Background: an optimization exercise with open tools, aiming at small area. Do not read the settings as production practice.
Only simulation tests tie the RTL to the original design; equivalence was not proved.
Power is estimated from default activity; no workload was simulated.

==> flow/design.v <==
module sram_bit (
    input  wire q,
    input  wire load,
    input  wire col,
    input  wire hold,
    output wire d
);
    assign d = ~((q | load) & (col | hold));
endmodule
module sram_nand2 (
    input  wire a,
    input  wire b,
    output wire y
);
    assign y = ~(a & b);
endmodule
module sram_nor2 (
    input  wire a,
    input  wire b,
    output wire y
);
    assign y = ~(a | b);
endmodule
module sram_oai22 (
    input  wire a,
    input  wire b,
    input  wire c,
    input  wire d,
    output wire y
);
    assign y = ~((a | b) & (c | d));
endmodule
module sram_or4 (
    input  wire a,
    input  wire b,
    input  wire c,
    input  wire d,
    output wire y
);
    assign y = a | b | c | d;
endmodule
module sram_oai21 (
    input  wire a,
    input  wire b,
    input  wire c,
    output wire y
);
    assign y = ~((a | b) & c);
endmodule
module sram_rd16 (
    input  wire [15:0] q,
    input  wire [15:0] nsel,
    input  wire        hi,
    output wire        t
);
    wire [7:0] y;
    wire [1:0] z;
    genvar k;
    generate
        for (k = 0; k < 8; k = k + 1) begin : pair
            sram_oai22 u (.a(q[2*k]), .b(nsel[2*k]), .c(q[2*k+1]), .d(nsel[2*k+1]), .y(y[k]));
        end
        for (k = 0; k < 2; k = k + 1) begin : quad
            sram_or4 u (.a(y[4*k]), .b(y[4*k+1]), .c(y[4*k+2]), .d(y[4*k+3]), .y(z[k]));
        end
    endgenerate
    sram_oai21 u_t (.a(z[0]), .b(z[1]), .c(hi), .y(t));
endmodule
module sram #(
    parameter ADDR_WIDTH = 8,
    parameter DATA_WIDTH = 8,
    parameter MEM_SIZE   = 1 << ADDR_WIDTH
)(
    input  wire                  clk,
    input  wire                  reset_n,
    input  wire                  chip_enable_n,
    input  wire                  write_enable_n,
    input  wire                  read_enable_n,
    input  wire [ADDR_WIDTH-1:0] address,
    input  wire [DATA_WIDTH-1:0] data_in,
    output wire [DATA_WIDTH-1:0] data_out
);
    localparam IDLE  = 2'b00;
    localparam WRITE = 2'b01;
    localparam READ  = 2'b10;
    reg [1:0] current_state;
    reg [1:0] next_state;
    always @(*) begin
        case (current_state)
            IDLE: begin
                if (!chip_enable_n && !write_enable_n && read_enable_n)
                    next_state = WRITE;
                else if (!chip_enable_n && !read_enable_n && write_enable_n)
                    next_state = READ;
                else
                    next_state = IDLE;
            end
            WRITE:   next_state = (chip_enable_n || write_enable_n) ? IDLE : WRITE;
            READ:    next_state = (chip_enable_n || read_enable_n)  ? IDLE : READ;
            default: next_state = IDLE;
        endcase
    end
    always @(posedge clk or negedge reset_n) begin
        if (!reset_n)
            current_state <= IDLE;
        else
            current_state <= next_state;
    end
    reg live;
    always @(posedge clk or negedge reset_n) begin
        if (!reset_n)
            live <= 1'b0;
        else
            live <= 1'b1;
    end
    reg phase;
    always @(posedge clk or negedge reset_n) begin
        if (!reset_n)
            phase <= 1'b0;
        else
            phase <= !phase;
    end
    wire wr = (current_state == WRITE) && !chip_enable_n && !write_enable_n;
    wire rd = (current_state == READ)  && !chip_enable_n && !read_enable_n;
    wire [DATA_WIDTH-1:0] col = data_in ^ {DATA_WIDTH{!phase}};
    wire [15:0] wlo, whi, klo, khi;
    genvar i;
    generate
        for (i = 0; i < 16; i = i + 1) begin : pre
            assign wlo[i] = wr && (address[3:0] == i);
            assign whi[i] = (address[7:4] == i);
            assign klo[i] = live && !wlo[i];
            assign khi[i] = live && !whi[i];
        end
    endgenerate
    reg  [DATA_WIDTH-1:0] mem [0:MEM_SIZE-1];
    wire [MEM_SIZE-1:0]   rdq [0:DATA_WIDTH-1];
    genvar w, b;
    generate
        for (w = 0; w < MEM_SIZE; w = w + 1) begin : word
            wire hold, load;
            sram_nand2 u_hold (.a(wlo[w % 16]), .b(whi[w / 16]), .y(hold));
            sram_nor2  u_load (.a(klo[w % 16]), .b(khi[w / 16]), .y(load));
            wire [DATA_WIDTH-1:0] d;
            for (b = 0; b < DATA_WIDTH; b = b + 1) begin : bits
                sram_bit u (.q(mem[w][b]), .load(load), .col(col[b]), .hold(hold), .d(d[b]));
                assign rdq[b][w] = mem[w][b];
            end
            always @(posedge clk)
                mem[w] <= d;
        end
    endgenerate
    wire [15:0] rlo_n, rhi;
    generate
        for (i = 0; i < 16; i = i + 1) begin : rpre
            assign rlo_n[i] = !(address[3:0] == i);
            assign rhi[i]   = (address[7:4] == i);
        end
    endgenerate
    wire [DATA_WIDTH-1:0] rbit;
    genvar h;
    generate
        for (b = 0; b < DATA_WIDTH; b = b + 1) begin : rbits
            wire [15:0] t;
            for (h = 0; h < 16; h = h + 1) begin : grp
                sram_rd16 u (.q(rdq[b][16*h +: 16]), .nsel(rlo_n), .hi(rhi[h]), .t(t[h]));
            end
            assign rbit[b] = &t;
        end
    endgenerate
    assign data_out = rd ? ~(rbit ^ {DATA_WIDTH{phase}}) : {DATA_WIDTH{1'b0}};
endmodule
clock: 15.0 ns
lec_check: 0
cap_margin: 10
core_margin: 2
core_utilization: 70
cts_cluster_diameter: 80
cts_cluster_size: 30
slew_margin: 10
synth_hierarchical: 1
run.sh (not shown) runs the stock make flow with config.mk's settings and CLKGATE_MAP_FILE= SYNTH_SCRIPT=/design/flow/synth_recipe.tcl, a recipe that flattens the netlist after the stock synthesis.
Edit:
--- a/flow/design.v
+++ b/flow/design.v
@@ -122,48 +122,55 @@
     end
     wire wr = (current_state == WRITE) && !chip_enable_n && !write_enable_n;
     wire rd = (current_state == READ)  && !chip_enable_n && !read_enable_n;
-    wire [DATA_WIDTH-1:0] col = data_in ^ {DATA_WIDTH{!phase}};
-    wire [15:0] wlo, whi, klo, khi;
+    wire [DATA_WIDTH-1:0] col_n = ~(data_in ^ {DATA_WIDTH{!phase}});
+    wire [15:0] lo, hi;
     genvar i;
     generate
         for (i = 0; i < 16; i = i + 1) begin : pre
-            assign wlo[i] = wr && (address[3:0] == i);
-            assign whi[i] = (address[7:4] == i);
-            assign klo[i] = live && !wlo[i];
-            assign khi[i] = live && !whi[i];
+            assign lo[i] = (address[3:0] == i);
+            assign hi[i] = (address[7:4] == i);
+        end
+    endgenerate
+    wire [15:0] hold, klo, khi;
+    generate
+        for (i = 0; i < 16; i = i + 1) begin : rowpre
+            assign hold[i] = !(wr && lo[i]);
+            assign klo[i]  = live && !(wr && lo[i]);
+            assign khi[i]  = live && !hi[i];
+        end
+    endgenerate
+    wire [DATA_WIDTH-1:0] colx [0:15];
+    genvar w, b;
+    generate
+        for (i = 0; i < 16; i = i + 1) begin : cols
+            for (b = 0; b < DATA_WIDTH; b = b + 1) begin : bits
+                sram_nand2 u (.a(hi[i]), .b(col_n[b]), .y(colx[i][b]));
+            end
         end
     endgenerate
     reg  [DATA_WIDTH-1:0] mem [0:MEM_SIZE-1];
     wire [MEM_SIZE-1:0]   rdq [0:DATA_WIDTH-1];
-    genvar w, b;
     generate
         for (w = 0; w < MEM_SIZE; w = w + 1) begin : word
-            wire hold, load;
-            sram_nand2 u_hold (.a(wlo[w % 16]), .b(whi[w / 16]), .y(hold));
-            sram_nor2  u_load (.a(klo[w % 16]), .b(khi[w / 16]), .y(load));
+            wire load;
+            sram_nor2 u_load (.a(klo[w % 16]), .b(khi[w / 16]), .y(load));
             wire [DATA_WIDTH-1:0] d;
             for (b = 0; b < DATA_WIDTH; b = b + 1) begin : bits
-                sram_bit u (.q(mem[w][b]), .load(load), .col(col[b]), .hold(hold), .d(d[b]));
+                sram_bit u (.q(mem[w][b]), .load(load), .col(colx[w / 16][b]), .hold(hold[w % 16]), .d(d[b]));
                 assign rdq[b][w] = mem[w][b];
             end
             always @(posedge clk)
                 mem[w] <= d;
         end
     endgenerate
-    wire [15:0] rlo_n, rhi;
-    generate
-        for (i = 0; i < 16; i = i + 1) begin : rpre
-            assign rlo_n[i] = !(address[3:0] == i);
-            assign rhi[i]   = (address[7:4] == i);
-        end
-    endgenerate
+    wire [15:0] rlo_n = ~lo;
     wire [DATA_WIDTH-1:0] rbit;
     genvar h;
     generate
         for (b = 0; b < DATA_WIDTH; b = b + 1) begin : rbits
             wire [15:0] t;
             for (h = 0; h < 16; h = h + 1) begin : grp
-                sram_rd16 u (.q(rdq[b][16*h +: 16]), .nsel(rlo_n), .hi(rhi[h]), .t(t[h]));
+                sram_rd16 u (.q(rdq[b][16*h +: 16]), .nsel(rlo_n), .hi(hi[h]), .t(t[h]));
             end
             assign rbit[b] = &t;
         end
Outcome: Cell count drops by about 1.6%. Clock power is about the same. Worst hold slack hardly moves. Routed wire length climbs by 2.9%. Total power drops by about 1%. Worst setup slack degrades by 0.34 ns. Combinational power drops by about 5%. Flip-flop and latch count is unchanged. Critical path depth does not change. Synthesized cell count drops by about 2%. Fmax drops by 2.8%. Non-clock buffer count climbs by 9.

[separate check: timing with driven ports]
Ports are ideal in the flow. The routed layouts listed here were re-timed in OpenROAD. Step 1: set_driving_cell puts a clkbuf_16 on clk and a buf_2 on each other input, an assumption about the parent block. Step 2 adds t to the input delays and takes it off the output delays; t is the mean of the earliest and latest rising clock arrival at the registers after step 1. Input paths then give back, and output paths get back, about the clock's delay inside the block. a / b / c = no drivers / after step 1 / after step 2; a / b = the first two.
run | t (ns) | setup slack, ns | latest minus earliest clock arrival (ns) | worst slew at a driven data input, ns
the first run | 0.793 | 3.115 / 3.076 / 3.076 | 0.034 / 0.034 | 0.14
the second run | 0.780 | 2.779 / 2.725 / 2.725 | 0.031 / 0.030 | 0.11
After both steps every run listed still meets setup and hold. The setup slack of the second run, which loses most, moves by -0.054 ns with the drivers and by -0.054 ns with both steps.
